Source: an optimization exercise on an open RTL-to-GDS flow (aim: small area and a short achievable clock period). Production flows keep margins and buffers that such runs may drop.
In this exercise RTL edits were held to simulation tests only and were not proved equivalent to the original.

==> config.mk <==
export PLATFORM = sky130hd
export DESIGN_NAME = MAC_25
export DESIGN_NICKNAME = MAC_25
export VERILOG_FILES = /design/flow/design.v
export SDC_FILE = /design/flow/constraint.sdc
export NUM_CORES = 4
export LEC_CHECK = 0
export ABC_AREA = 1
export CAP_MARGIN = 20
export CORE_MARGIN = 2
export CORE_UTILIZATION = 40
export SETUP_SLACK_MARGIN = 2.5
export SLEW_MARGIN = 20
==> constraint.sdc <==
create_clock -name core_clock -period 12.0 [get_ports {sys_clk}]
set_input_delay 2.4000 -clock core_clock [delete_from_list [all_inputs] [get_ports {sys_clk}]]
set_output_delay 2.4000 -clock core_clock [all_outputs]
set_load 0.01 [all_outputs]
==> design.v <==
module MAC_25(
    input         sys_clk,
    input         sys_en,
    input         rst_n,
    input  [7:0]  data_in_a,
    input         sign_data_in_a,
    input  [7:0]  data_in_b,
    output [15:0] mul_output,
    output [24:0] mac_output
);
    wire [64:0] pp;
    wire [15:0] ra, rb, prod;
    wire [24:0] acc_next;
    reg  [24:0] acc;
    mac_pp u_pp(.data_in_a(data_in_a), .sign_data_in_a(sign_data_in_a), .data_in_b(data_in_b), .pp(pp));
    mac_tree u_tree(.pp(pp), .ra(ra), .rb(rb));
    mac_cpa u_cpa(.ra(ra), .rb(rb), .prod(prod));
    mac_acc u_acc(.sys_en(sys_en), .acc(acc), .prod(prod), .acc_next(acc_next));
    assign mul_output = prod;
    always @(posedge sys_clk or negedge rst_n) begin
        if (!rst_n)
            acc <= 25'd0;
        else
            acc <= acc_next;
    end
    assign mac_output = acc;
endmodule
module mac_pp(input [7:0] data_in_a, input sign_data_in_a, input [7:0] data_in_b, output [64:0] pp);
    wire [7:0] a = data_in_a;
    wire       t = sign_data_in_a;
    wire       bz = |data_in_b[6:0];
    wire [7:0] bp = {data_in_b[7] & bz, data_in_b[6:0]} ^ {8{t}};
    wire       sel1 = data_in_b[0];
    wire       sel2 = t & ~data_in_b[0];
    wire pp0_0 = (sel1 & a[0]);
    wire pp0_1 = (sel1 & a[1]) | (sel2 & a[0]);
    wire pp0_2 = (sel1 & a[2]) | (sel2 & a[1]);
    wire pp0_3 = (sel1 & a[3]) | (sel2 & a[2]);
    wire pp0_4 = (sel1 & a[4]) | (sel2 & a[3]);
    wire pp0_5 = (sel1 & a[5]) | (sel2 & a[4]);
    wire pp0_6 = (sel1 & a[6]) | (sel2 & a[5]);
    wire pp0_7 = (sel1 & a[7]) | (sel2 & a[6]);
    wire pp0_8 = (sel2 & a[7]);
    wire pp1_0 = a[0] & bp[1];
    wire pp1_1 = a[1] & bp[1];
    wire pp1_2 = a[2] & bp[1];
    wire pp1_3 = a[3] & bp[1];
    wire pp1_4 = a[4] & bp[1];
    wire pp1_5 = a[5] & bp[1];
    wire pp1_6 = a[6] & bp[1];
    wire pp1_7 = a[7] & bp[1];
    wire pp2_0 = a[0] & bp[2];
    wire pp2_1 = a[1] & bp[2];
    wire pp2_2 = a[2] & bp[2];
    wire pp2_3 = a[3] & bp[2];
    wire pp2_4 = a[4] & bp[2];
    wire pp2_5 = a[5] & bp[2];
    wire pp2_6 = a[6] & bp[2];
    wire pp2_7 = a[7] & bp[2];
    wire pp3_0 = a[0] & bp[3];
    wire pp3_1 = a[1] & bp[3];
    wire pp3_2 = a[2] & bp[3];
    wire pp3_3 = a[3] & bp[3];
    wire pp3_4 = a[4] & bp[3];
    wire pp3_5 = a[5] & bp[3];
    wire pp3_6 = a[6] & bp[3];
    wire pp3_7 = a[7] & bp[3];
    wire pp4_0 = a[0] & bp[4];
    wire pp4_1 = a[1] & bp[4];
    wire pp4_2 = a[2] & bp[4];
    wire pp4_3 = a[3] & bp[4];
    wire pp4_4 = a[4] & bp[4];
    wire pp4_5 = a[5] & bp[4];
    wire pp4_6 = a[6] & bp[4];
    wire pp4_7 = a[7] & bp[4];
    wire pp5_0 = a[0] & bp[5];
    wire pp5_1 = a[1] & bp[5];
    wire pp5_2 = a[2] & bp[5];
    wire pp5_3 = a[3] & bp[5];
    wire pp5_4 = a[4] & bp[5];
    wire pp5_5 = a[5] & bp[5];
    wire pp5_6 = a[6] & bp[5];
    wire pp5_7 = a[7] & bp[5];
    wire pp6_0 = a[0] & bp[6];
    wire pp6_1 = a[1] & bp[6];
    wire pp6_2 = a[2] & bp[6];
    wire pp6_3 = a[3] & bp[6];
    wire pp6_4 = a[4] & bp[6];
    wire pp6_5 = a[5] & bp[6];
    wire pp6_6 = a[6] & bp[6];
    wire pp6_7 = a[7] & bp[6];
    wire pp7_0 = ~(a[0] & bp[7]);
    wire pp7_1 = ~(a[1] & bp[7]);
    wire pp7_2 = ~(a[2] & bp[7]);
    wire pp7_3 = ~(a[3] & bp[7]);
    wire pp7_4 = ~(a[4] & bp[7]);
    wire pp7_5 = ~(a[5] & bp[7]);
    wire pp7_6 = ~(a[6] & bp[7]);
    wire pp7_7 = ~(a[7] & bp[7]);
    assign pp = {pp7_7, pp7_6, pp6_7, pp7_5, pp6_6, pp5_7, pp7_4, pp6_5, pp5_6, pp4_7, pp7_3, pp6_4, pp5_5, pp4_6, pp3_7, pp7_2, pp6_3, pp5_4, pp4_5, pp3_6, pp2_7, pp7_1, pp6_2, pp5_3, pp4_4, pp3_5, pp2_6, pp1_7, pp0_8, pp7_0, pp6_1, pp5_2, pp4_3, pp3_4, pp2_5, pp1_6, pp0_7, pp6_0, pp5_1, pp4_2, pp3_3, pp2_4, pp1_5, pp0_6, pp5_0, pp4_1, pp3_2, pp2_3, pp1_4, pp0_5, pp4_0, pp3_1, pp2_2, pp1_3, pp0_4, pp3_0, pp2_1, pp1_2, pp0_3, pp2_0, pp1_1, pp0_2, pp1_0, pp0_1, pp0_0};
endmodule
module mac_tree(input [64:0] pp, output [15:0] ra, output [15:0] rb);
    wire pp0_0 = pp[0];
    wire pp0_1 = pp[1];
    wire pp1_0 = pp[2];
    wire pp0_2 = pp[3];
    wire pp1_1 = pp[4];
    wire pp2_0 = pp[5];
    wire pp0_3 = pp[6];
    wire pp1_2 = pp[7];
    wire pp2_1 = pp[8];
    wire pp3_0 = pp[9];
    wire pp0_4 = pp[10];
    wire pp1_3 = pp[11];
    wire pp2_2 = pp[12];
    wire pp3_1 = pp[13];
    wire pp4_0 = pp[14];
    wire pp0_5 = pp[15];
    wire pp1_4 = pp[16];
    wire pp2_3 = pp[17];
    wire pp3_2 = pp[18];
    wire pp4_1 = pp[19];
    wire pp5_0 = pp[20];
    wire pp0_6 = pp[21];
    wire pp1_5 = pp[22];
    wire pp2_4 = pp[23];
    wire pp3_3 = pp[24];
    wire pp4_2 = pp[25];
    wire pp5_1 = pp[26];
    wire pp6_0 = pp[27];
    wire pp0_7 = pp[28];
    wire pp1_6 = pp[29];
    wire pp2_5 = pp[30];
    wire pp3_4 = pp[31];
    wire pp4_3 = pp[32];
    wire pp5_2 = pp[33];
    wire pp6_1 = pp[34];
    wire pp7_0 = pp[35];
    wire pp0_8 = pp[36];
    wire pp1_7 = pp[37];
    wire pp2_6 = pp[38];
    wire pp3_5 = pp[39];
    wire pp4_4 = pp[40];
    wire pp5_3 = pp[41];
    wire pp6_2 = pp[42];
    wire pp7_1 = pp[43];
    wire pp2_7 = pp[44];
    wire pp3_6 = pp[45];
    wire pp4_5 = pp[46];
    wire pp5_4 = pp[47];
    wire pp6_3 = pp[48];
    wire pp7_2 = pp[49];
    wire pp3_7 = pp[50];
    wire pp4_6 = pp[51];
    wire pp5_5 = pp[52];
    wire pp6_4 = pp[53];
    wire pp7_3 = pp[54];
    wire pp4_7 = pp[55];
    wire pp5_6 = pp[56];
    wire pp6_5 = pp[57];
    wire pp7_4 = pp[58];
    wire pp5_7 = pp[59];
    wire pp6_6 = pp[60];
    wire pp7_5 = pp[61];
    wire pp6_7 = pp[62];
    wire pp7_6 = pp[63];
    wire pp7_7 = pp[64];
    wire s1 = pp0_2 ^ pp1_1 ^ pp2_0;
    wire c2 = (pp0_2 & pp1_1) | (pp0_2 & pp2_0) | (pp1_1 & pp2_0);
    wire s3 = pp0_3 ^ pp1_2 ^ pp2_1;
    wire c4 = (pp0_3 & pp1_2) | (pp0_3 & pp2_1) | (pp1_2 & pp2_1);
    wire s5 = pp3_0 ^ c2 ^ s3;
    wire c6 = (pp3_0 & c2) | (pp3_0 & s3) | (c2 & s3);
    wire s7 = pp0_4 ^ pp1_3 ^ pp2_2;
    wire c8 = (pp0_4 & pp1_3) | (pp0_4 & pp2_2) | (pp1_3 & pp2_2);
    wire s9 = pp3_1 ^ pp4_0 ^ c4;
    wire c10 = (pp3_1 & pp4_0) | (pp3_1 & c4) | (pp4_0 & c4);
    wire s11 = s7 ^ c6 ^ s9;
    wire c12 = (s7 & c6) | (s7 & s9) | (c6 & s9);
    wire s13 = pp0_5 ^ pp1_4 ^ pp2_3;
    wire c14 = (pp0_5 & pp1_4) | (pp0_5 & pp2_3) | (pp1_4 & pp2_3);
    wire s15 = pp3_2 ^ pp4_1 ^ pp5_0;
    wire c16 = (pp3_2 & pp4_1) | (pp3_2 & pp5_0) | (pp4_1 & pp5_0);
    wire s17 = c8 ^ s13 ^ s15;
    wire c18 = (c8 & s13) | (c8 & s15) | (s13 & s15);
    wire s19 = c10 ^ s17 ^ c12;
    wire c20 = (c10 & s17) | (c10 & c12) | (s17 & c12);
    wire s21 = pp0_6 ^ pp1_5 ^ pp2_4;
    wire c22 = (pp0_6 & pp1_5) | (pp0_6 & pp2_4) | (pp1_5 & pp2_4);
    wire s23 = pp3_3 ^ pp4_2 ^ pp5_1;
    wire c24 = (pp3_3 & pp4_2) | (pp3_3 & pp5_1) | (pp4_2 & pp5_1);
    wire s25 = pp6_0 ^ c14 ^ c16;
    wire c26 = (pp6_0 & c14) | (pp6_0 & c16) | (c14 & c16);
    wire s27 = s21 ^ s23 ^ c18;
    wire c28 = (s21 & s23) | (s21 & c18) | (s23 & c18);
    wire s29 = s25 ^ s27;
    wire c30 = s25 & s27;
    wire s31 = 1'b1 ^ pp0_7 ^ pp1_6;
    wire c32 = (1'b1 & pp0_7) | (1'b1 & pp1_6) | (pp0_7 & pp1_6);
    wire s33 = pp2_5 ^ pp3_4 ^ pp4_3;
    wire c34 = (pp2_5 & pp3_4) | (pp2_5 & pp4_3) | (pp3_4 & pp4_3);
    wire s35 = pp5_2 ^ pp6_1 ^ c22;
    wire c36 = (pp5_2 & pp6_1) | (pp5_2 & c22) | (pp6_1 & c22);
    wire s37 = c24 ^ s31 ^ s33;
    wire c38 = (c24 & s31) | (c24 & s33) | (s31 & s33);
    wire s39 = c26 ^ pp7_0 ^ s35;
    wire c40 = (c26 & pp7_0) | (c26 & s35) | (pp7_0 & s35);
    wire s41 = s37 ^ c28 ^ s39;
    wire c42 = (s37 & c28) | (s37 & s39) | (c28 & s39);
    wire s43 = pp0_8 ^ pp1_7 ^ pp2_6;
    wire c44 = (pp0_8 & pp1_7) | (pp0_8 & pp2_6) | (pp1_7 & pp2_6);
    wire s45 = pp3_5 ^ pp4_4 ^ pp5_3;
    wire c46 = (pp3_5 & pp4_4) | (pp3_5 & pp5_3) | (pp4_4 & pp5_3);
    wire s47 = pp6_2 ^ c32 ^ c34;
    wire c48 = (pp6_2 & c32) | (pp6_2 & c34) | (c32 & c34);
    wire s49 = s43 ^ s45 ^ c36;
    wire c50 = (s43 & s45) | (s43 & c36) | (s45 & c36);
    wire s51 = c38 ^ pp7_1 ^ s47;
    wire c52 = (c38 & pp7_1) | (c38 & s47) | (pp7_1 & s47);
    wire s53 = c40 ^ s49 ^ s51;
    wire c54 = (c40 & s49) | (c40 & s51) | (s49 & s51);
    wire s55 = pp2_7 ^ pp3_6 ^ pp4_5;
    wire c56 = (pp2_7 & pp3_6) | (pp2_7 & pp4_5) | (pp3_6 & pp4_5);
    wire s57 = pp5_4 ^ pp6_3 ^ c44;
    wire c58 = (pp5_4 & pp6_3) | (pp5_4 & c44) | (pp6_3 & c44);
    wire s59 = c46 ^ s55 ^ c48;
    wire c60 = (c46 & s55) | (c46 & c48) | (s55 & c48);
    wire s61 = pp7_2 ^ s57 ^ c50;
    wire c62 = (pp7_2 & s57) | (pp7_2 & c50) | (s57 & c50);
    wire s63 = c52 ^ s59 ^ s61;
    wire c64 = (c52 & s59) | (c52 & s61) | (s59 & s61);
    wire s65 = pp3_7 ^ pp4_6 ^ pp5_5;
    wire c66 = (pp3_7 & pp4_6) | (pp3_7 & pp5_5) | (pp4_6 & pp5_5);
    wire s67 = pp6_4 ^ c56 ^ s65;
    wire c68 = (pp6_4 & c56) | (pp6_4 & s65) | (c56 & s65);
    wire s69 = c58 ^ pp7_3 ^ s67;
    wire c70 = (c58 & pp7_3) | (c58 & s67) | (pp7_3 & s67);
    wire s71 = c60 ^ s69 ^ c62;
    wire c72 = (c60 & s69) | (c60 & c62) | (s69 & c62);
    wire s73 = pp4_7 ^ pp5_6 ^ pp6_5;
    wire c74 = (pp4_7 & pp5_6) | (pp4_7 & pp6_5) | (pp5_6 & pp6_5);
    wire s75 = c66 ^ s73 ^ c68;
    wire c76 = (c66 & s73) | (c66 & c68) | (s73 & c68);
    wire s77 = pp7_4 ^ c70 ^ s75;
    wire c78 = (pp7_4 & c70) | (pp7_4 & s75) | (c70 & s75);
    wire s79 = pp5_7 ^ pp6_6 ^ c74;
    wire c80 = (pp5_7 & pp6_6) | (pp5_7 & c74) | (pp6_6 & c74);
    wire s81 = pp7_5 ^ s79 ^ c76;
    wire c82 = (pp7_5 & s79) | (pp7_5 & c76) | (s79 & c76);
    wire s83 = pp6_7 ^ c80 ^ pp7_6;
    wire c84 = (pp6_7 & c80) | (pp6_7 & pp7_6) | (c80 & pp7_6);
    assign ra = {1'b1, pp7_7, s83, c78, s77, c64, c54, c42, c30, c20, s19, s11, s5, s1, pp0_1, pp0_0};
    assign rb = {1'b0, c84, c82, s81, c72, s71, s63, s53, s41, s29, 1'b0, 1'b0, 1'b0, 1'b0, pp1_0, 1'b0};
endmodule
module mac_cpa(input [15:0] ra, input [15:0] rb, output [15:0] prod);
    wire [15:0] g85 = ra & rb;
    wire [15:0] p86 = ra ^ rb;
    wire G87 = g85[1] | (p86[1] & g85[0]);
    wire P88 = p86[1] & p86[0];
    wire G89 = g85[3] | (p86[3] & g85[2]);
    wire P90 = p86[3] & p86[2];
    wire G91 = g85[5] | (p86[5] & g85[4]);
    wire P92 = p86[5] & p86[4];
    wire G93 = g85[7] | (p86[7] & g85[6]);
    wire P94 = p86[7] & p86[6];
    wire G95 = g85[9] | (p86[9] & g85[8]);
    wire P96 = p86[9] & p86[8];
    wire G97 = g85[11] | (p86[11] & g85[10]);
    wire P98 = p86[11] & p86[10];
    wire G99 = g85[13] | (p86[13] & g85[12]);
    wire P100 = p86[13] & p86[12];
    wire G101 = g85[15] | (p86[15] & g85[14]);
    wire P102 = p86[15] & p86[14];
    wire G103 = g85[2] | (p86[2] & G87);
    wire P104 = p86[2] & P88;
    wire G105 = G89 | (P90 & G87);
    wire P106 = P90 & P88;
    wire G107 = g85[6] | (p86[6] & G91);
    wire P108 = p86[6] & P92;
    wire G109 = G93 | (P94 & G91);
    wire P110 = P94 & P92;
    wire G111 = g85[10] | (p86[10] & G95);
    wire P112 = p86[10] & P96;
    wire G113 = G97 | (P98 & G95);
    wire P114 = P98 & P96;
    wire G115 = g85[14] | (p86[14] & G99);
    wire P116 = p86[14] & P100;
    wire G117 = G101 | (P102 & G99);
    wire P118 = P102 & P100;
    wire G119 = g85[4] | (p86[4] & G105);
    wire P120 = p86[4] & P106;
    wire G121 = G91 | (P92 & G105);
    wire P122 = P92 & P106;
    wire G123 = G107 | (P108 & G105);
    wire P124 = P108 & P106;
    wire G125 = G109 | (P110 & G105);
    wire P126 = P110 & P106;
    wire G127 = g85[12] | (p86[12] & G113);
    wire P128 = p86[12] & P114;
    wire G129 = G99 | (P100 & G113);
    wire P130 = P100 & P114;
    wire G131 = G115 | (P116 & G113);
    wire P132 = P116 & P114;
    wire G133 = G117 | (P118 & G113);
    wire P134 = P118 & P114;
    wire G135 = g85[8] | (p86[8] & G125);
    wire P136 = p86[8] & P126;
    wire G137 = G95 | (P96 & G125);
    wire P138 = P96 & P126;
    wire G139 = G111 | (P112 & G125);
    wire P140 = P112 & P126;
    wire G141 = G113 | (P114 & G125);
    wire P142 = P114 & P126;
    wire G143 = G127 | (P128 & G125);
    wire P144 = P128 & P126;
    wire G145 = G129 | (P130 & G125);
    wire P146 = P130 & P126;
    wire G147 = G131 | (P132 & G125);
    wire P148 = P132 & P126;
    wire G149 = G133 | (P134 & G125);
    wire P150 = P134 & P126;
    assign prod = p86 ^ {G147, G145, G143, G141, G139, G137, G135, G125, G123, G121, G119, G105, G103, G87, g85[0], 1'b0};
endmodule
module mac_acc(input sys_en, input [24:0] acc, input [15:0] prod, output [24:0] acc_next);
    wire [15:0] pg = prod & {16{sys_en}};
    wire cy16;
    wire [15:0] lo_sum;
    wire [15:0] g151 = acc[15:0] & pg;
    wire [15:0] p152 = acc[15:0] ^ pg;
    wire G153 = g151[1] | (p152[1] & g151[0]);
    wire P154 = p152[1] & p152[0];
    wire G155 = g151[3] | (p152[3] & g151[2]);
    wire P156 = p152[3] & p152[2];
    wire G157 = g151[5] | (p152[5] & g151[4]);
    wire P158 = p152[5] & p152[4];
    wire G159 = g151[7] | (p152[7] & g151[6]);
    wire P160 = p152[7] & p152[6];
    wire G161 = g151[9] | (p152[9] & g151[8]);
    wire P162 = p152[9] & p152[8];
    wire G163 = g151[11] | (p152[11] & g151[10]);
    wire P164 = p152[11] & p152[10];
    wire G165 = g151[13] | (p152[13] & g151[12]);
    wire P166 = p152[13] & p152[12];
    wire G167 = g151[15] | (p152[15] & g151[14]);
    wire P168 = p152[15] & p152[14];
    wire G169 = g151[2] | (p152[2] & G153);
    wire P170 = p152[2] & P154;
    wire G171 = G155 | (P156 & G153);
    wire P172 = P156 & P154;
    wire G173 = g151[6] | (p152[6] & G157);
    wire P174 = p152[6] & P158;
    wire G175 = G159 | (P160 & G157);
    wire P176 = P160 & P158;
    wire G177 = g151[10] | (p152[10] & G161);
    wire P178 = p152[10] & P162;
    wire G179 = G163 | (P164 & G161);
    wire P180 = P164 & P162;
    wire G181 = g151[14] | (p152[14] & G165);
    wire P182 = p152[14] & P166;
    wire G183 = G167 | (P168 & G165);
    wire P184 = P168 & P166;
    wire G185 = g151[4] | (p152[4] & G171);
    wire P186 = p152[4] & P172;
    wire G187 = G157 | (P158 & G171);
    wire P188 = P158 & P172;
    wire G189 = G173 | (P174 & G171);
    wire P190 = P174 & P172;
    wire G191 = G175 | (P176 & G171);
    wire P192 = P176 & P172;
    wire G193 = g151[12] | (p152[12] & G179);
    wire P194 = p152[12] & P180;
    wire G195 = G165 | (P166 & G179);
    wire P196 = P166 & P180;
    wire G197 = G181 | (P182 & G179);
    wire P198 = P182 & P180;
    wire G199 = G183 | (P184 & G179);
    wire P200 = P184 & P180;
    wire G201 = g151[8] | (p152[8] & G191);
    wire P202 = p152[8] & P192;
    wire G203 = G161 | (P162 & G191);
    wire P204 = P162 & P192;
    wire G205 = G177 | (P178 & G191);
    wire P206 = P178 & P192;
    wire G207 = G179 | (P180 & G191);
    wire P208 = P180 & P192;
    wire G209 = G193 | (P194 & G191);
    wire P210 = P194 & P192;
    wire G211 = G195 | (P196 & G191);
    wire P212 = P196 & P192;
    wire G213 = G197 | (P198 & G191);
    wire P214 = P198 & P192;
    wire G215 = G199 | (P200 & G191);
    wire P216 = P200 & P192;
    assign lo_sum = p152 ^ {G213, G211, G209, G207, G205, G203, G201, G191, G189, G187, G185, G171, G169, G153, g151[0], 1'b0};
    assign cy16 = G215;
    assign acc_next[15:0] = lo_sum;
    wire inc = cy16 & ~pg[15];
    wire dec = pg[15] & ~cy16;
    wire [8:0] hi = acc[24:16];
    wire [8:0] ones, zeros;
    assign ones[0] = 1'b1;
    assign zeros[0] = 1'b1;
    assign ones[1] = ones[0] & hi[0];
    assign zeros[1] = zeros[0] & ~hi[0];
    assign ones[2] = ones[1] & hi[1];
    assign zeros[2] = zeros[1] & ~hi[1];
    assign ones[3] = ones[2] & hi[2];
    assign zeros[3] = zeros[2] & ~hi[2];
    assign ones[4] = ones[3] & hi[3];
    assign zeros[4] = zeros[3] & ~hi[3];
    assign ones[5] = ones[4] & hi[4];
    assign zeros[5] = zeros[4] & ~hi[4];
    assign ones[6] = ones[5] & hi[5];
    assign zeros[6] = zeros[5] & ~hi[5];
    assign ones[7] = ones[6] & hi[6];
    assign zeros[7] = zeros[6] & ~hi[6];
    assign ones[8] = ones[7] & hi[7];
    assign zeros[8] = zeros[7] & ~hi[7];
    assign acc_next[24:16] = hi ^ (({9{inc}} & ones) | ({9{dec}} & zeros));
endmodule
==> flow/run.sh <==
#!/bin/bash
set -euo pipefail
sed 's/yosys synth -nofsm -noshare/yosys synth -nofsm -noshare -noabc/' synth_recipe.tcl > my_synth.tcl
bash standard.sh "SYNTH_SCRIPT=$PWD/my_synth.tcl" "BUFFER_PORTS_ARGS=-buffer_cell sky130_fd_sc_hd__buf_1" finish > standard.log 2>&1
==> standard.sh <==
#!/bin/bash
# synth_recipe.tcl (not shown) runs the flow's synth.tcl, then flattens the netlist and writes it again
# the make line also repeats each setting of config.mk as NAME=value (left out here)
make -C /OpenROAD-flow-scripts/flow DESIGN_CONFIG=/design/flow/config.mk WORK_HOME=/design/flow/orfs CLKGATE_MAP_FILE= SYNTH_SCRIPT=/design/flow/synth_recipe.tcl "${@:-finish}"
==> results of run 1 <==
[kinds of logic after synthesis]
group / share of synthesized area
fa+ha+maj: 0.361
flops: 0.175
xor+xnor: 0.0533
compound gates: 0.0495
mux: 0.00316
simple gates: 0.257
buf+inv: 0.100
[synth_stat cells, types with 2 or more instances]
master,n,area (um2)
nand3_2,2,20.0
nor2_2,3,18.8
xor2_1,10,87.6
fa_1,45,901
nand2_2,4,25.0
a21oi_1,18,90.1
nor2_1,74,278
xor2_2,2,32.5
nand4_1,2,12.5
dfrtp_1,25,626
nand2_1,102,383
inv_2,3,11.3
nand3b_1,2,15.0
o21bai_1,2,15.0
o22ai_1,7,43.8
nor3_1,2,10.0
nand3_1,19,95.1
nor2_4,2,22.5
inv_1,79,297
buf_4,3,22.5
or2_2,3,18.8
xnor2_1,8,70.1
ha_1,31,388
clkinv_1,5,18.8
[worst reg2reg max path: stages, from the launching register on]
cell and delay [ns]:
dfrtp_1 0.39, ha_1 0.21, fa_1 0.44, nand3_1 0.10
nand2_1 0.10, nand2_1 0.09, nand2_2 0.13, nand2_2 0.11
nand2_1 0.07, nand2_1 0.06, nand2_1 0.07, inv_1 0.06
ha_1 0.19, nand3_2 0.12, nor2_4 0.13, nand3b_1 0.12
nand2_1 0.09, nand2_1 0.05, nand2_1 0.05, nand2_1 0.05
[cells in the final DEF, fill, tap and decap left out, types with 10 or more instances in the layout]
cell type	instances
nand2_1	102
buf_1	59
nand3_1	19
fa_1	45
inv_1	79
nor2_1	74
xor2_1	10
a21oi_1	18
ha_1	31
dfrtp_1	25
[per-layer routing]
metal  part of all wire  up-vias  track usage
met5                  0        -            0
met4             0.0029        0      0.00948
met3              0.038        6       0.0206
met2               0.49       67        0.296
met1               0.47     1420        0.233
li1                   -     1524            -
[final timing paths]
check	cells past startpoint	startpoint	slack, ns	to
min in group asynchronous	2	rst_n	2.10	acc[24]$_DFF_PN0_
setup / recovery	19	sign_data_in_a	2.96	mul_output[9]
setup reg to reg	19	acc[0]$_DFF_PN0_	9.28	acc[24]$_DFF_PN0_
hold / removal	1	acc[0]$_DFF_PN0_	0.51	acc[0]$_DFF_PN0_
hold reg to reg	1	acc[0]$_DFF_PN0_	0.51	acc[0]$_DFF_PN0_
max in group asynchronous	2	rst_n	9.64	acc[11]$_DFF_PN0_
[through the flow]
step	utilization	cells
after global placement	0.450	626
final	0.456	630
after floorplan	-	462
after global routing	0.456	630
after detailed placement	0.450	626
after CTS	0.455	630
[cell type report]
type	count	area share
multi-input cells	345	0.654
flip-flops and latches	25	0.158
inverters	87	0.0824
repair buffers	61	0.0591
well taps	108	0.0341
clock buffers	3	0.0104
clock inverters	1	0.00190
[what timing repair did]
action,CTS,global route
hold buffers,0,0
resized for setup,0,2
endpoints found under the hold margin,0,0
endpoints found under the setup margin,0,6
==> impl_metrics.yaml, run 1 <==
sta:
  hold_slack_ns: 0.512
  finalCritPeriodShare: 0.753
  relSlewSlack: 0.488
  slew_violations: 0
  period_needed_ns: 9.04
  worst_pin_slew_ns: 0.763
  finalHoldViolCount: 0
  grt_setup_unrepaired: "no"
  clock.fmax_mhz: 111
  finClkSkew_ns: 0.00744
  setup_viol: 0
  fin_tns_setup_ns: 0
  setup_slack_ns: 2.96
clock_tree:
  root_buffer: "clkbuf_8"
  clk-insertion-delay-late_ns: 0.27
  cts_sinks: 25
  clockBufferDepth: 2
  cts_tree: "done"
  path_clk_slew_ns: 0.10
  cts_buffers: 3
  ctsHtreeMaxLevel: 1
  post_cts_buffers: 0
critical_path:
  cp_max_fo: 8
  path_cells: "clkbuf_2 > xnor2_1 > nor2_1 > fa_1 > fa_1 > inv_1 > fa_1 > inv_1 > fa_1 > ha_1 > nand2_1 > nor2_1 > nand2_1 > nand2_2 > fa_1 > inv_1 > or2_2 > nand2_1 > buf_1"
  cp-end-kind: "output port"
  worstSetupPathType: "input pin to output port"
  required_ns: 9.60
  crit_buf_inv: 5
  cpPeakStageDelay_ns: 0.67
  crit_slowest_cell: "xnor2_1"
  critPathMostFrequentCell: "fa_1"
  worstSetupStartpointType: "input pin"
  cp_top_family: "adder cells"
  cp.arrival_ns: 6.64
detailed_routing:
  wl_mm: 7.29
  drc: 0
  first_pass_iters: 4
  vias: 3017
  wl_per_cell_um: 11.6
  via_per_inst: 4.79
  ant_nets: 0
  drtIter0Drc: 119
synth:
  synth_enable_flop_cells: 0
  synth-async-reset-ratio: 1.00
  ys_seq_area_frac: 0.175
  synth.avg_cell_area_um2: 7.72
  synth_ff_type: "dfrtp_1"
  netlist_area_um2: 3570
  synthDistinctLibCells: 33
  ys_warn_count: 1
  synth_cells: 462
  synth_seq_cells: 25
  syn_nets: 558
min_path:
  hp-class: "flip-flop to flip-flop"
floorplan:
  initial_core_util: 0.411
  row_count: 34
  die_x_um: 98.4
  die_area_um2: 9690
  design.core.area_um2: 8680
  die_h_um: 98.4
  boundaryPins: 61
finish:
  syn2layout_area_growth_pct: 11.0
  regArea_um2: 626
  largest_register: "acc"
  num_antenna_cells: 0
  design_area_um2: 3960
  fin_nets: 619
  multi_input_area_um2: 2590
  largest_reg_flops: 25
  nFillCells: 916
  reg_top3: "acc: 25 flops"
  drive_gt1_frac: 0.0556
global_route:
  grt_pass1_wl_mm: 13.7
  grt_usage: 0.167
  antenna_found_initial: 0
  gr-total-overflow: 0
  grt_pass1_vias: 3103
  grt_max_degree: 26
place:
  placed_area_um2: 3900
  gp_congestion: 0.824
  port_buffers: 60
  dp_slack_ns: 2.69
  post-dp-hpwl_mm: 6.25
job:
  cap_viol_max_count: 0
run_status:
  status: "timing/DRC/antenna clean"
==> run 2: changes to the inputs <==
--- a/config.mk
+++ b/config.mk
@@ -7,3 +7,2 @@
 export LEC_CHECK = 0
-export ABC_AREA = 1
 export CAP_MARGIN = 20
==> run 2 against run 1 <==
  * Utilization grew 0.89 points
==> impl_metrics.yaml, run 2 <==
synth:
  synth_ff_type: "dfrtp_1"
  synth.avg_cell_area_um2: 10.6
  syn_nets: 418
  synth-async-reset-ratio: 1.00
  synth_cells: 322
  synth_enable_flop_cells: 0
  synth_commonest_cells: "64 x and2_1, 45 x fa_1, 31 x ha_1, 25 x dfrtp_1, 25 x inv_1"
  synth_top_area_frac: 0.264
  synth_seq_cells: 25
  yosysMostFrequentCell: "and2_1"
  netlist_area_um2: 3410
  synth_top_area_cell: "fa_1"
  yosys-top-cells-area: "fa_1 26%, dfrtp_1 18%, and2_1 12%"
  synthDistinctLibCells: 44
  ys_warn_count: 1
  ys_seq_area_frac: 0.184
clock_tree:
  ctsHtreeMaxLevel: 1
  cts_buffers: 3
  clk-insertion-delay-late_ns: 0.27
  hold_buffers: 0
  post_cts_buffers: 0
  cts_tree: "done"
  ctsResizeCount: 1
  cts_sinks: 25
  path_clk_slew_ns: 0.09
  clockBufferDepth: 2
  root_buffer: "clkbuf_8"
detailed_routing:
  drtIter0Drc: 54
  vias: 2416
  first_pass_iters: 4
  drc: 0
  via_per_inst: 4.99
  wl_mm: 6.51
  ant_nets: 0
  wl_per_cell_um: 13.5
finish:
  drive_gt1_frac: 0.0580
  reg_top3: "acc: 25 flops"
  largest_register: "acc"
  largest_reg_flops: 25
  final_cells: 484
  num_antenna_cells: 0
  design_area_um2: 3820
  mostFrequentLayoutCell: "and2_1"
  syn2layout_area_growth_pct: 12.2
  layout_common_cells: "64 x and2_1, 58 x buf_1, 45 x fa_1, 31 x ha_1"
  fin_nets: 476
min_path:
  hold_end: "acc[24]$_DFF_PN0_"
  worstHoldStart: "acc[24]$_DFF_PN0_"
  whs_path_depth: 1
  hp-class: "flip-flop to flip-flop"
critical_path:
  required_ns: 9.60
  r2r.worst_path.cells: 14
  cp_max_fo: 8
  worstSetupStartpointType: "input pin"
  cp-end-kind: "output port"
  cp.arrival_ns: 6.85
  worstSetupPathType: "input pin to output port"
  reg2reg_to: "acc[24]$_DFF_PN0_"
  ff2ff_setup_slack_ns: 8.16
  r2r-start: "acc[0]$_DFF_PN0_"
global_route:
  grt_max_degree: 26
  antenna_found_initial: 0
  grt_usage: 0.149
  grt_pass1_wl_mm: 10.8
  gr-total-overflow: 0
  grt_pass1_vias: 2334
place:
  port_buffers: 60
  gp_congestion: 0.783
  placed_area_um2: 3720
  dp_slack_ns: 2.33
  post-dp-hpwl_mm: 5.63
  place_inst: 480
sta:
  grt_setup_unrepaired: "no"
  period_needed_ns: 9.25
  fin_tns_setup_ns: 0
  finClkSkew_ns: 0.00195
  setup_slack_ns: 2.75
  relSlewSlack: 0.618
  clock.fmax_mhz: 108
  worst_pin_slew_ns: 0.571
  slew_violations: 0
  setup_viol: 0
  finalHoldViolCount: 0
  finalCritPeriodShare: 0.770
run_status:
  status: "timing/DRC/antenna clean"
floorplan:
  die_area_um2: 9270
  design.core.area_um2: 8220
  row_count: 33
  boundaryPins: 61
  initial_core_util: 0.415
  die_h_um: 96.3
  die_x_um: 96.3
job:
  cap_viol_max_count: 0
run 2: cell count changes in the layout (fill, tap and decap cells not counted), moves of 6 or more:
| cell | delta |
|---|---|
| a21o_1 | +8 |
| a21oi_1 | -11 |
| a22o_1 | +6 |
| and2_1 | +64 |
| inv_1 | -54 |
| nand2_1 | -96 |
| nand3_1 | -17 |
| nor2_1 | -67 |
| nor2b_1 | +7 |
| o22ai_1 | -7 |
| xnor2_1 | +7 |
| xor2_1 | +7 |
run 2: worst max path at each step:
stage,start,endpoint,slack [ns],depth (start not counted)
6_report,sign_data_in_a,mul_output[14],2.75,17
2_1_floorplan,sign_data_in_a,acc[24]$_DFF_PN0_,2.81,28
5_1_grt,sign_data_in_a,mul_output[15],2.51,17
3_3_place_gp,sign_data_in_a,acc[24]$_DFF_PN0_,2.48,28
4_1_cts,data_in_b[0],mul_output[14],2.51,17
3_5_place_dp,sign_data_in_a,acc[24]$_DFF_PN0_,2.33,28
run 2: cells by family (layout without fill, tap and decap cells):
logic type	Yosys count	count (layout)	synth area share
and+or+nand+nor	103	103	0.184
adders and majority gates	76	76	0.378
AOI/OAI and AO/OA	45	45	0.107
xor gates and xnor gates	37	37	0.0973
buffers and inverters	34	91	0.0433
DFF	25	25	0.184
muxes	2	2	0.00588
run 2: critical path, stage by stage:
cell and delay, ns:
clkbuf_4 0.20, xor2_2 0.25, and2_1 0.21, fa_1 0.44, fa_1 0.40, fa_1 0.36, inv_1 0.08, fa_1 0.41
inv_1 0.09, fa_1 0.40, ha_1 0.37, a21o_1 0.19, a21o_1 0.21, a221oi_4 0.31, a21oi_2 0.12, xor2_1 0.22
buf_1 0.18
run 2: stage by stage:
stage	util	hold slack, ns
CTS	0.459	0.485
floorplan	-	0.504
global placement	0.453	0.462
finish	0.465	0.476
detailed placement	0.453	0.468
global route	0.465	0.500
run 2: layout make-up:
type | count | area [um2]
inverter | 25 | 93.8
clock buffer | 4 | 45.0
sequential | 25 | 626
multi-input combinational | 263 | 2680
fill | 778 | 4390
timing repair buffer | 62 | 245
tap | 105 | 131
run 2: routing by layer:
layer  wire length, um  vias up  GRT usage
met5                 0        -          0
met4                74        0     0.0317
met3               213        6     0.0211
met2              3260       38      0.249
met1              2960     1199      0.208
li1                  -     1173          -
==> run 3: changes to the inputs <==
--- a/config.mk
+++ b/config.mk
@@ -10,2 +10,3 @@
 export CORE_UTILIZATION = 40
+export CTS_BUF_LIST = sky130_fd_sc_hd__clkbuf_8
 export SETUP_SLACK_MARGIN = 2.5
==> run 3 against run 2 <==
  * Largest cell class unchanged
  * Fmax stayed put
  * Still clean
  * Critical path depth did not move
  * Area after synthesis unchanged
  * Via count unchanged
  * Sequential share of layout area is the same
==> impl_metrics.yaml, run 3 <==
floorplan:
  design.core.area_um2: 8220
  boundaryPins: 61
  initial_core_util: 0.415
  die_x_um: 96.3
  row_count: 33
  die_area_um2: 9270
  die_h_um: 96.3
detailed_routing:
  via_per_inst: 4.99
  wl_mm: 6.51
  wl_per_cell_um: 13.5
  drtIter0Drc: 54
  ant_nets: 0
  vias: 2416
  drc: 0
  first_pass_iters: 4
synth:
  synth_cells: 322
  syn_nets: 418
  muxShareOfSynthArea: 0.00588
  synthDistinctLibCells: 44
  synth.avg_cell_area_um2: 10.6
  ys_warn_count: 1
  synth_top_family_by_area: "adder cells"
  netlist_area_um2: 3410
  synth_top_area_frac: 0.264
  yosysMostFrequentCell: "and2_1"
  synth_seq_cells: 25
  synth-async-reset-ratio: 1.00
  synth_adder_area_share: 0.378
  yosys-top-cells-area: "fa_1 26%, dfrtp_1 18%, and2_1 12%"
  synth_xor_area_frac: 0.0973
  ys_seq_area_frac: 0.184
  synth_top_area_cell: "fa_1"
  synth_compound_area_frac: 0.107
  synthSimpleGateAreaFrac: 0.184
  synth_enable_flop_cells: 0
  synth_ff_type: "dfrtp_1"
  synth_commonest_cells: "64 x and2_1, 45 x fa_1, 31 x ha_1, 25 x dfrtp_1, 25 x inv_1"
critical_path:
  critPathMostFrequentCell: "fa_1"
  path_cells: "clkbuf_4 > xor2_2 > and2_1 > fa_1 > fa_1 > fa_1 > inv_1 > fa_1 > inv_1 > fa_1 > ha_1 > a21o_1 > a21o_1 > a221oi_4 > a21oi_2 > xor2_1 > buf_1"
  worstSetupStartpointType: "input pin"
  crit_slowest_cell: "fa_1"
  worstSetupPathType: "input pin to output port"
  cp_max_fo: 8
  cp-end-kind: "output port"
  cp.arrival_ns: 6.85
  cp_top_family: "adder cells"
  cpPeakStageDelay_ns: 0.44
  crit_buf_inv: 4
  required_ns: 9.60
place:
  gp_congestion: 0.783
  port_buffers: 60
  dp_slack_ns: 2.33
  post-dp-hpwl_mm: 5.63
sta:
  fin_tns_setup_ns: 0
  worst_pin_slew_ns: 0.571
  finClkSkew_ns: 0.00196
  setup_slack_ns: 2.75
  relSlewSlack: 0.618
  slew_violations: 0
  grt_setup_unrepaired: "no"
  period_needed_ns: 9.25
  setup_viol: 0
  finalCritPeriodShare: 0.770
  finalHoldViolCount: 0
  clock.fmax_mhz: 108
clock_tree:
  path_clk_slew_ns: 0.09
  cts_sinks: 25
  ctsHtreeMaxLevel: 1
  clockBufferDepth: 2
  clk-insertion-delay-late_ns: 0.27
  cts_tree: "done"
  hold_buffers: 0
  root_buffer: "clkbuf_8"
  cts_buffers: 3
global_route:
  antenna_found_initial: 0
  grt_max_degree: 26
  top_usage_layer: "met2"
  grt_usage: 0.149
  grtUsageMet2: 0.249
  grt_pass1_wl_mm: 10.8
  met3_usage: 0.0211
  grt_pass1_vias: 2334
  gr-total-overflow: 0
  grt_use_met1: 0.208
finish:
  largest_register: "acc"
  nFillCells: 778
  mostFrequentLayoutCell: "and2_1"
  fin_nets: 476
  drive_gt1_frac: 0.0580
  syn2layout_area_growth_pct: 12.2
  largest_reg_flops: 25
  layout_common_cells: "64 x and2_1, 58 x buf_1, 45 x fa_1, 31 x ha_1, 26 x inv_1"
  num_antenna_cells: 0
  fin_util: 0.465
  reg_top3: "acc: 25 flops"
run_status:
  status: "timing/DRC/antenna clean"
job:
  cap_viol_max_count: 0
min_path:
  hp-class: "flip-flop to flip-flop"
## run 3: cell count changes in the layout (fill, tap and decap cells not counted)
cell and change:
inv_1 +1, clkbuf_1 -1
## run 3: layout make-up
type,instances,area [um2],area share
Clock inverter,1,3.75,0.000982
Inverter,25,93.8,0.0245
Tap cell,105,131,0.0344
Timing Repair Buffer,62,245,0.0641
Multi-Input combinational cell,263,2680,0.702
Clock buffer,3,41.3,0.0108
Sequential cell,25,626,0.164
## run 3: worst paths after layout
kind / startpoint / end / slack [ns] / cells after the start
worst max-delay path: sign_data_in_a / mul_output[14] / 2.75 / 17
min in group asynchronous: rst_n / acc[18]$_DFF_PN0_ / 2.10 / 2
max in group asynchronous: rst_n / acc[0]$_DFF_PN0_ / 9.65 / 2
worst min register to register: acc[24]$_DFF_PN0_ / acc[24]$_DFF_PN0_ / 0.48 / 1
worst max register to register: acc[0]$_DFF_PN0_ / acc[24]$_DFF_PN0_ / 8.16 / 14
worst min-delay path: acc[24]$_DFF_PN0_ / acc[24]$_DFF_PN0_ / 0.48 / 1
## run 3: logic make-up (layout without fill, tap and decap cells)
family | count (synthesis) | after routing
muxes | 2 | 2
and+or+nand+nor | 103 | 103
DFF | 25 | 25
AOI/OAI and AO/OA | 45 | 45
adders and majority gates | 76 | 76
xor gates and xnor gates | 37 | 37
buffers and inverters | 34 | 91
## run 3: timing repair
item | in CTS | in global routing
endpoints found under the setup margin | 2 | 9
hold endpoints to repair | 0 | 0
buffers inserted | 0 | 0
gates resized for setup | 1 | 9
## run 3: stage by stage
stage,hold slack (ns),std cells,instance area (um2)
2_1_floorplan,0.504,322,3410
3_3_place_gp,0.462,480,3720
3_5_place_dp,0.468,480,3720
4_1_cts,0.485,484,3770
5_1_grt,0.500,484,3820
6_report,0.476,484,3820
## run 3: metal layers
metal | vias up | part of all wire
met1 | 1199 | 0.45
met5 | - | 0
met4 | 0 | 0.011
met2 | 38 | 0.50
met3 | 6 | 0.033
li1 | 1173 | -
==> run 4: changes to the inputs <==
--- a/config.mk
+++ b/config.mk
@@ -11,2 +11,4 @@
 export CTS_BUF_LIST = sky130_fd_sc_hd__clkbuf_8
+export CTS_CLUSTER_DIAMETER = 200
+export CTS_CLUSTER_SIZE = 30
 export SETUP_SLACK_MARGIN = 2.5
==> run 4 against run 3 <==
  * Non-clock buffer count stayed put
  * Synthesized cell count stayed put
  * Register-to-register slack hardly changed
  * Wire length stayed put
  * Utilization stayed put
  * Cell area stayed put
  * Hold slack stayed put
  * Worst setup slack stayed put
==> impl_metrics.yaml, run 4 <==
run_status:
  status: "timing/DRC/antenna clean"
clock_tree:
  hold_buffers: 0
  clockBufferDepth: 2
  cts_sinks: 25
  ctsHtreeMaxLevel: 1
  post_cts_buffers: 0
  clk-insertion-delay-late_ns: 0.27
  cts_buffers: 3
  cts_tree: "done"
  path_clk_slew_ns: 0.09
  root_buffer: "clkbuf_8"
synth:
  synth_enable_flop_cells: 0
  synth_cells: 322
  netlist_area_um2: 3410
  synth_ff_type: "dfrtp_1"
  synthSimpleGateAreaFrac: 0.184
  synth_commonest_cells: "64 x and2_1, 45 x fa_1, 31 x ha_1, 25 x dfrtp_1, 25 x inv_1"
  synth.avg_cell_area_um2: 10.6
  ys_seq_area_frac: 0.184
  yosysMostFrequentCell: "and2_1"
  synth_top_family_by_area: "adder cells"
  synth_top_area_frac: 0.264
  ys_warn_count: 1
  synth_seq_cells: 25
  muxShareOfSynthArea: 0.00588
  synth_xor_area_frac: 0.0973
  synth_top_area_cell: "fa_1"
  syn_nets: 418
  synthDistinctLibCells: 44
  synth_compound_area_frac: 0.107
  synth_adder_area_share: 0.378
  yosys-top-cells-area: "fa_1 26%, dfrtp_1 18%, and2_1 12%"
  synth-async-reset-ratio: 1.00
finish:
  fin_util: 0.465
  drive_gt1_frac: 0.0580
  largest_register: "acc"
  num_antenna_cells: 0
  mostFrequentLayoutCell: "and2_1"
  largest_reg_flops: 25
  design_area_um2: 3820
  syn2layout_area_growth_pct: 12.2
  layout_common_cells: "64 x and2_1, 58 x buf_1, 45 x fa_1, 31 x ha_1, 26 x inv_1"
  fin_nets: 476
  reg_top3: "acc: 25 flops"
floorplan:
  row_count: 33
  die_x_um: 96.3
  die_h_um: 96.3
  initial_core_util: 0.415
  design.core.area_um2: 8220
  die_area_um2: 9270
  boundaryPins: 61
global_route:
  grt_max_degree: 26
  grt_usage: 0.149
  gr-total-overflow: 0
  grt_pass1_vias: 2334
  antenna_found_initial: 0
  grt_pass1_wl_mm: 10.8
sta:
  finalHoldViolCount: 0
  finalCritPeriodShare: 0.770
  setup_viol: 0
  clock.fmax_mhz: 108
  period_needed_ns: 9.25
  relSlewSlack: 0.618
  fin_tns_setup_ns: 0
  finClkSkew_ns: 0.00196
  grt_setup_unrepaired: "no"
  slew_violations: 0
  worst_pin_slew_ns: 0.571
detailed_routing:
  ant_nets: 0
  drtIter0Drc: 54
  vias: 2416
  wl_mm: 6.51
  via_per_inst: 4.99
  first_pass_iters: 4
  wl_per_cell_um: 13.5
  drc: 0
place:
  gp_congestion: 0.783
  post-dp-hpwl_mm: 5.63
  port_buffers: 60
  placed_area_um2: 3720
critical_path:
  required_ns: 9.60
  crit_slowest_cell: "fa_1"
  critPathMostFrequentCell: "fa_1"
  path_cells: "clkbuf_4 > xor2_2 > and2_1 > fa_1 > fa_1 > fa_1 > inv_1 > fa_1 > inv_1 > fa_1 > ha_1 > a21o_1 > a21o_1 > a221oi_4 > a21oi_2 > xor2_1 > buf_1"
  worstSetupPathType: "input pin to output port"
  cp_top_family: "adder cells"
  cp_max_fo: 8
  cpPeakStageDelay_ns: 0.44
  worstSetupStartpointType: "input pin"
  crit_buf_inv: 4
  cp-end-kind: "output port"
  cp.arrival_ns: 6.85
job:
  cap_viol_max_count: 0
min_path:
  hp-class: "flip-flop to flip-flop"
-- run 4: cell counts in the layout (fill, tap and decap cells not counted) --
No cell type changed its count.
-- run 4: final timing paths --
path,to,from,depth (start not counted),slack (ns)
worst max-delay path,mul_output[14],sign_data_in_a,17,2.75
max in group asynchronous,acc[0]$_DFF_PN0_,rst_n,2,9.65
worst min register to register,acc[24]$_DFF_PN0_,acc[24]$_DFF_PN0_,1,0.48
min in group asynchronous,acc[18]$_DFF_PN0_,rst_n,2,2.10
worst max register to register,acc[24]$_DFF_PN0_,acc[0]$_DFF_PN0_,14,8.16
worst min-delay path,acc[24]$_DFF_PN0_,acc[24]$_DFF_PN0_,1,0.48
-- run 4: worst reg2reg max path, stage by stage (launching register included) --
cell and delay (ns):
dfrtp_1 0.40, ha_1 0.22, fa_1 0.46, a211oi_1 0.23
o21ai_1 0.18, o31ai_2 0.27, o21ai_1 0.20, o31a_1 0.35
a21oi_1 0.16, ha_1 0.21, nor4b_4 0.22, nand2b_1 0.12
or3_1 0.34, o31ai_1 0.25, xor2_1 0.17
-- run 4: routing by layer --
layer / vias to the layer above / GRT usage / routed length (um)
met2: 38 / 0.249 / 3270
li1: 1173 / - / -
met3: 6 / 0.0211 / 213
met4: 0 / 0.0317 / 74
met1: 1199 / 0.208 / 2960
met5: - / 0 / 0
-- run 4: timing repair --
item / in CTS / in global routing
gates resized for setup: 1 / 9
endpoints found under the setup margin: 2 / 9
pin swaps: 0 / 0
-- run 4: kinds of logic after synthesis --
family          count (synthesis)
compound gates                 45
xor+xnor                       37
fa+ha+maj                      76
buf+inv                        34
flops                          25
mux                             2
simple gates                  103
-- run 4: layout make-up --
type	count	area, um2
clock buffers	3	41.3
clock inverters	1	3.75
fillers	778	4390
inverters	25	93.8
multi-input cells	263	2680
flip-flops and latches	25	626
well taps	105	131
repair buffers	62	245
-- run 4: metrics by stage --
step	setup WS [ns]	std cells	hold slack, ns
after detailed placement	2.33	480	0.468
after CTS	2.51	484	0.485
final	2.75	484	0.476
after global routing	2.51	484	0.500
after floorplan	2.81	322	0.504
after global placement	2.48	480	0.462
==> run 5: changes to the inputs <==
--- a/config.mk
+++ b/config.mk
@@ -10,3 +10,3 @@
 export CORE_UTILIZATION = 40
-export CTS_BUF_LIST = sky130_fd_sc_hd__clkbuf_8
+export CTS_BUF_LIST = sky130_fd_sc_hd__clkbuf_16
 export CTS_CLUSTER_DIAMETER = 200
==> run 5 against run 4 <==
  * Still clean
  * Non-clock buffer count stayed put
  * Fmax hardly changed
  * Highest routed layer unchanged
==> impl_metrics.yaml, run 5 <==
place:
  gp_congestion: 0.783
  post-dp-hpwl_mm: 5.63
  place_inst: 480
  port_buffers: 60
  dp_slack_ns: 2.33
critical_path:
  ff2ff_setup_slack_ns: 8.16
  worstSetupPathType: "input pin to output port"
  cp.arrival_ns: 6.85
  critPathMostFrequentCell: "fa_1"
  cp_top_family: "adder cells"
  cp-startpoint: "sign_data_in_a"
  crit_slowest_cell: "fa_1"
  r2r-start: "acc[0]$_DFF_PN0_"
  cp_max_fo: 8
  r2r.worst_path.cells: 14
  cp-end-kind: "output port"
  path_depth: 17
  required_ns: 9.60
  path_cells: "clkbuf_4 > xor2_2 > and2_1 > fa_1 > fa_1 > fa_1 > inv_1 > fa_1 > inv_1 > fa_1 > ha_1 > a21o_1 > a21o_1 > a221oi_4 > a21oi_2 > xor2_1 > buf_1"
  worstSetupStartpointType: "input pin"
  reg2reg_to: "acc[24]$_DFF_PN0_"
  crit_buf_inv: 4
  cpPeakStageDelay_ns: 0.45
detailed_routing:
  first_pass_iters: 4
  drtIter0Drc: 61
  drc: 0
  ant_nets: 0
  vias: 2410
  wl_per_cell_um: 13.5
  wl_mm: 6.53
  via_per_inst: 4.98
finish:
  nFillCells: 773
  reg_top3: "acc: 25 flops"
  fin_nets: 476
  drive_gt1_frac: 0.0580
  final_cells: 484
  largest_reg_flops: 25
  syn2layout_area_growth_pct: 13.2
  layout_common_cells: "64 x and2_1, 58 x buf_1, 45 x fa_1, 31 x ha_1, 26 x inv_1"
  num_antenna_cells: 0
  mostFrequentLayoutCell: "and2_1"
  largest_register: "acc"
global_route:
  grt_use_met1: 0.209
  grt_max_degree: 26
  top_usage_layer: "met2"
  antenna_found_initial: 0
  grtUsageMet2: 0.249
  grt_usage: 0.150
  grt_pass1_vias: 2328
  grt_pass1_wl_mm: 10.8
  gr-total-overflow: 0
  met3_usage: 0.0211
floorplan:
  initial_core_util: 0.415
  design.core.area_um2: 8220
  boundaryPins: 61
  die_x_um: 96.3
  die_area_um2: 9270
  row_count: 33
  die_h_um: 96.3
synth:
  synth_ff_type: "dfrtp_1"
  synth_top_area_frac: 0.264
  yosysMostFrequentCell: "and2_1"
  synth_xor_area_frac: 0.0973
  synth.avg_cell_area_um2: 10.6
  synth_enable_flop_cells: 0
  ys_seq_area_frac: 0.184
  synth_top_area_cell: "fa_1"
  yosys-top-cells-area: "fa_1 26%, dfrtp_1 18%, and2_1 12%"
  synth_cells: 322
  muxShareOfSynthArea: 0.00588
  synthSimpleGateAreaFrac: 0.184
  synth_top_family_by_area: "adder cells"
  synth_adder_area_share: 0.378
  synth_compound_area_frac: 0.107
  netlist_area_um2: 3410
  synth_commonest_cells: "64 x and2_1, 45 x fa_1, 31 x ha_1, 25 x dfrtp_1, 25 x inv_1"
  ys_warn_count: 1
  synthDistinctLibCells: 44
  syn_nets: 418
  synth_seq_cells: 25
  synth-async-reset-ratio: 1.00
sta:
  fin_tns_setup_ns: 0
  worst_pin_slew_ns: 0.575
  grt_setup_unrepaired: "no"
  finalCritPeriodShare: 0.771
  clock.fmax_mhz: 108
  slew_violations: 0
  finalHoldViolCount: 0
  setup_slack_ns: 2.75
  setup_viol: 0
  finClkSkew_ns: 0.00296
  period_needed_ns: 9.25
  relSlewSlack: 0.615
clock_tree:
  hold_buffers: 0
  cts_tree: "done"
  post_cts_buffers: 0
  cts_sinks: 25
  root_buffer: "clkbuf_16"
  cts_buffers: 3
  ctsHtreeMaxLevel: 1
  path_clk_slew_ns: 0.06
  ctsResizeCount: 1
  clk-insertion-delay-late_ns: 0.26
  clockBufferDepth: 2
min_path:
  hp-class: "flip-flop to flip-flop"
  worstHoldStart: "acc[24]$_DFF_PN0_"
  whs_path_depth: 1
  hold_end: "acc[24]$_DFF_PN0_"
job:
  cap_viol_max_count: 0
run_status:
  status: "timing/DRC/antenna clean"
run 5: cell counts after synthesis:
No cell type changed its count.
run 5: through the flow:
step / util / hold slack [ns] / cell area [um2]
3_3_place_gp: 0.453 / 0.462 / 3720
6_report: 0.469 / 0.473 / 3860
3_5_place_dp: 0.453 / 0.468 / 3720
2_1_floorplan: - / 0.504 / 3410
4_1_cts: 0.463 / 0.481 / 3800
5_1_grt: 0.469 / 0.496 / 3860
run 5: cell type report:
class / instances / area, um2 / share of cell area
multi-input combinational: 263 / 2680 / 0.695
sequential: 25 / 626 / 0.162
timing repair buffer: 62 / 245 / 0.0636
tap: 105 / 131 / 0.0341
inverter: 25 / 93.8 / 0.0243
clock buffer: 3 / 75.1 / 0.0195
clock inverter: 1 / 3.75 / 0.000973
run 5: how the worst max path moves through the flow:
| stage | slack (ns) | to |
|---|---|---|
| global placement | 2.48 | acc[24]$_DFF_PN0_ |
| global route | 2.51 | mul_output[15] |
| CTS | 2.51 | mul_output[14] |
| floorplan | 2.81 | acc[24]$_DFF_PN0_ |
| finish | 2.75 | mul_output[14] |
| detailed placement | 2.33 | acc[24]$_DFF_PN0_ |
run 5: logic make-up (layout without fill, tap and decap cells):
| group | count (synthesis) | in the layout |
|---|---|---|
| flip-flops | 25 | 25 |
| AND/OR/NAND/NOR | 103 | 103 |
| multiplexers | 2 | 2 |
| AO/OA/AOI/OAI | 45 | 45 |
| adder cells (fa/ha/maj) | 76 | 76 |
| XOR/XNOR | 37 | 37 |
| buffers and inverters | 34 | 91 |
run 5: layer usage:
| layer | routed length, um | share of wire | vias to the layer above |
|---|---|---|---|
| li1 | - | - | 1173 |
| met1 | 2980 | 0.46 | 1192 |
| met2 | 3260 | 0.50 | 39 |
| met3 | 221 | 0.034 | 6 |
| met4 | 74 | 0.011 | 0 |
| met5 | 0 | 0 | - |
==> run 6: changes to the inputs <==
--- a/config.mk
+++ b/config.mk
@@ -10,6 +10,3 @@
 export CORE_UTILIZATION = 40
-export CTS_BUF_LIST = sky130_fd_sc_hd__clkbuf_16
-export CTS_CLUSTER_DIAMETER = 200
-export CTS_CLUSTER_SIZE = 30
-export SETUP_SLACK_MARGIN = 2.5
+export SETUP_SLACK_MARGIN = 2.8
 export SLEW_MARGIN = 20
==> run 6 against run 5 <==
  * Hold slack better by 0.0068 ns
  * Final cell count is 0.62% higher
  * First-iteration DRC count is 18% higher
  * Die area stayed put
  * Utilization is 0.78 points higher
  * Via count is 1.1% higher
  * Sequential cell count stayed put
  * Critical endpoint unchanged
  * Largest cell class unchanged
==> impl_metrics.yaml, run 6 <==
detailed_routing:
  wl_mm: 6.67
  drc: 0
  vias: 2437
  drtIter0Drc: 72
  ant_nets: 0
  via_per_inst: 5.00
  first_pass_iters: 4
  wl_per_cell_um: 13.7
floorplan:
  boundaryPins: 61
  die_area_um2: 9270
  row_count: 33
  design.core.area_um2: 8220
  die_h_um: 96.3
  die_x_um: 96.3
  initial_core_util: 0.415
critical_path:
  worstSetupStartpointType: "input pin"
  cp-end-kind: "output port"
  cp-startpoint: "sign_data_in_a"
  required_ns: 9.60
  ff2ff_setup_slack_ns: 8.26
  cp.arrival_ns: 6.67
  cp_max_fo: 8
  worstSetupPathType: "input pin to output port"
  r2r-start: "acc[0]$_DFF_PN0_"
min_path:
  worstHoldStart: "acc[24]$_DFF_PN0_"
  hp-class: "flip-flop to flip-flop"
finish:
  layout_common_cells: "63 x and2_1, 56 x buf_1, 44 x fa_1, 28 x ha_1"
  nFillCells: 772
  reg_top3: "acc: 25 flops"
  largest_register: "acc"
  final_cells: 487
  mostFrequentLayoutCell: "and2_1"
  drive_gt1_frac: 0.0995
  fin_nets: 479
  syn2layout_area_growth_pct: 15.1
  largest_reg_flops: 25
  num_antenna_cells: 0
synth:
  synthSimpleGateAreaFrac: 0.184
  synth_top_family_by_area: "adder cells"
  synth_adder_area_share: 0.378
  netlist_area_um2: 3410
  synth_xor_area_frac: 0.0973
  muxShareOfSynthArea: 0.00588
  synth_enable_flop_cells: 0
  synth-async-reset-ratio: 1.00
  syn_nets: 418
  synth.avg_cell_area_um2: 10.6
  synth_ff_type: "dfrtp_1"
  synth_top_area_cell: "fa_1"
  synth_top_area_frac: 0.264
  synthDistinctLibCells: 44
  ys_warn_count: 1
  yosysMostFrequentCell: "and2_1"
  synth_seq_cells: 25
  ys_seq_area_frac: 0.184
  synth_commonest_cells: "64 x and2_1, 45 x fa_1, 31 x ha_1, 25 x dfrtp_1, 25 x inv_1"
  synth_cells: 322
  yosys-top-cells-area: "fa_1 26%, dfrtp_1 18%, and2_1 12%"
  synth_compound_area_frac: 0.107
clock_tree:
  clk-insertion-delay-late_ns: 0.27
  ctsHtreeMaxLevel: 1
  cts_buffers: 3
  root_buffer: "clkbuf_8"
  cts_tree: "done"
  path_clk_slew_ns: 0.09
  cts_sinks: 25
  clockBufferDepth: 2
sta:
  finClkSkew_ns: 0.00197
  setup_slack_ns: 2.93
  setup_viol: 0
  relSlewSlack: 0.623
  finalCritPeriodShare: 0.756
  grt_setup_unrepaired: "no"
  slew_violations: 0
  fin_tns_setup_ns: 0
  clock.fmax_mhz: 110
  finalHoldViolCount: 0
  period_needed_ns: 9.07
  worst_pin_slew_ns: 0.563
global_route:
  grt_pass1_vias: 2354
  gr-total-overflow: 0
  antenna_found_initial: 0
  grt_max_degree: 26
  grt_pass1_wl_mm: 10.9
  grt_usage: 0.150
place:
  post-dp-hpwl_mm: 5.63
  gp_congestion: 0.783
  dp_slack_ns: 2.33
  port_buffers: 60
  place_inst: 480
run_status:
  status: "timing/DRC/antenna clean"
job:
  cap_viol_max_count: 0
-- run 6: cell counts after synthesis --
No cell type changed its count.
-- run 6: area by class of cell --
| cell class | instances | area [um2] | share of cell area |
|---|---|---|---|
| Inverter | 25 | 93.8 | 0.0239 |
| Clock buffer | 4 | 45.0 | 0.0115 |
| Tap cell | 105 | 131 | 0.0335 |
| Timing Repair Buffer | 65 | 270 | 0.0689 |
| Multi-Input combinational cell | 263 | 2760 | 0.703 |
| Sequential cell | 25 | 626 | 0.160 |
-- run 6: worst max-delay path, stage by stage --
cell	delay [ns]
buf_4	0.18
xor2_2	0.23
and2_1	0.21
fa_1	0.42
fa_2	0.53
inv_1	0.05
fa_1	0.50
inv_1	0.05
fa_1	0.58
ha_4	0.22
a21o_1	0.17
a31o_2	0.26
a221oi_4	0.35
a21oi_2	0.14
xor2_2	0.20
buf_2	0.16
-- run 6: layer usage --
layer  vias up  share of wire  track usage
met5         -              0            0
li1       1179              -            -
met3         6          0.030       0.0211
met4         0          0.011       0.0317
met2        34           0.51        0.252
met1      1218           0.45        0.208
-- run 6: cells by family (layout without fill, tap and decap cells) --
group | count (synthesis) | in the layout
compound gates | 45 | 45
xor+xnor | 37 | 37
buf+inv | 34 | 94
mux | 2 | 2
fa+ha+maj | 76 | 76
simple gates | 103 | 103
flops | 25 | 25
-- run 6: timing repair --
| action | 4_1_cts | 5_1_grt |
|---|---|---|
| hold buffers | 0 | 0 |
| pin swaps | 2 | 5 |
| gates resized for setup | 7 | 19 |
| endpoints found under the setup margin | 9 | 12 |
| setup buffers | 2 | 1 |
-- run 6: per-stage QoR --
stage	utilization	cell area [um2]	hold WS, ns
after floorplan	-	3410	0.504
after global placement	0.453	3720	0.462
after detailed placement	0.453	3720	0.468
after CTS	0.466	3830	0.485
after global routing	0.477	3920	0.500
final	0.477	3920	0.479
-- run 6: worst paths after layout --
| path | end | depth (start not counted) |
|---|---|---|
| min | acc[24]$_DFF_PN0_ | 1 |
| min in group asynchronous | acc[18]$_DFF_PN0_ | 2 |
| max | mul_output[14] | 16 |
| max in group asynchronous | acc[0]$_DFF_PN0_ | 2 |
| min reg2reg | acc[24]$_DFF_PN0_ | 1 |
| max reg2reg | acc[24]$_DFF_PN0_ | 14 |

## port drivers added, routing unchanged
No port has a modelled driver above. Below, the same layouts with a new extraction and two added sets of constraints. Step 1, drivers: a clkbuf_16 drives sys_clk and a buf_2 each remaining input, both assumed. Step 2 adds t to the input delays and takes it off the output delays; t is the mean of the earliest and latest rising clock arrival at the registers after step 1. Input paths then give back, and output paths get back, about the clock's delay inside the block. Slacks: ideal / step 1 / step 2; pairs: ideal / step 1.
run	t, ns	setup slack, ns	hold slack, ns	worst setup path after step 2	worst data-port slew with drivers (ns)
run 1	0.294	2.965 / 2.944 / 2.944	0.512 / 0.512 / 0.512	input to output	0.03
run 2	0.295	2.755 / 2.729 / 2.622	0.476 / 0.476 / 0.476	input to register	0.04
run 3	0.295	2.755 / 2.729 / 2.622	0.476 / 0.476 / 0.476	input to register	0.04
run 4	0.295	2.755 / 2.729 / 2.622	0.476 / 0.476 / 0.476	input to register	0.04
run 5	0.289	2.747 / 2.722 / 2.610	0.473 / 0.473 / 0.473	input to register	0.04
run 6	0.296	2.931 / 2.904 / 2.802	0.479 / 0.479 / 0.479	input to register	0.04
After both steps every run listed still meets setup and hold. For run 5, which loses most, drivers alone change the setup slack by -0.025 ns; drivers and shift together by -0.137 ns.
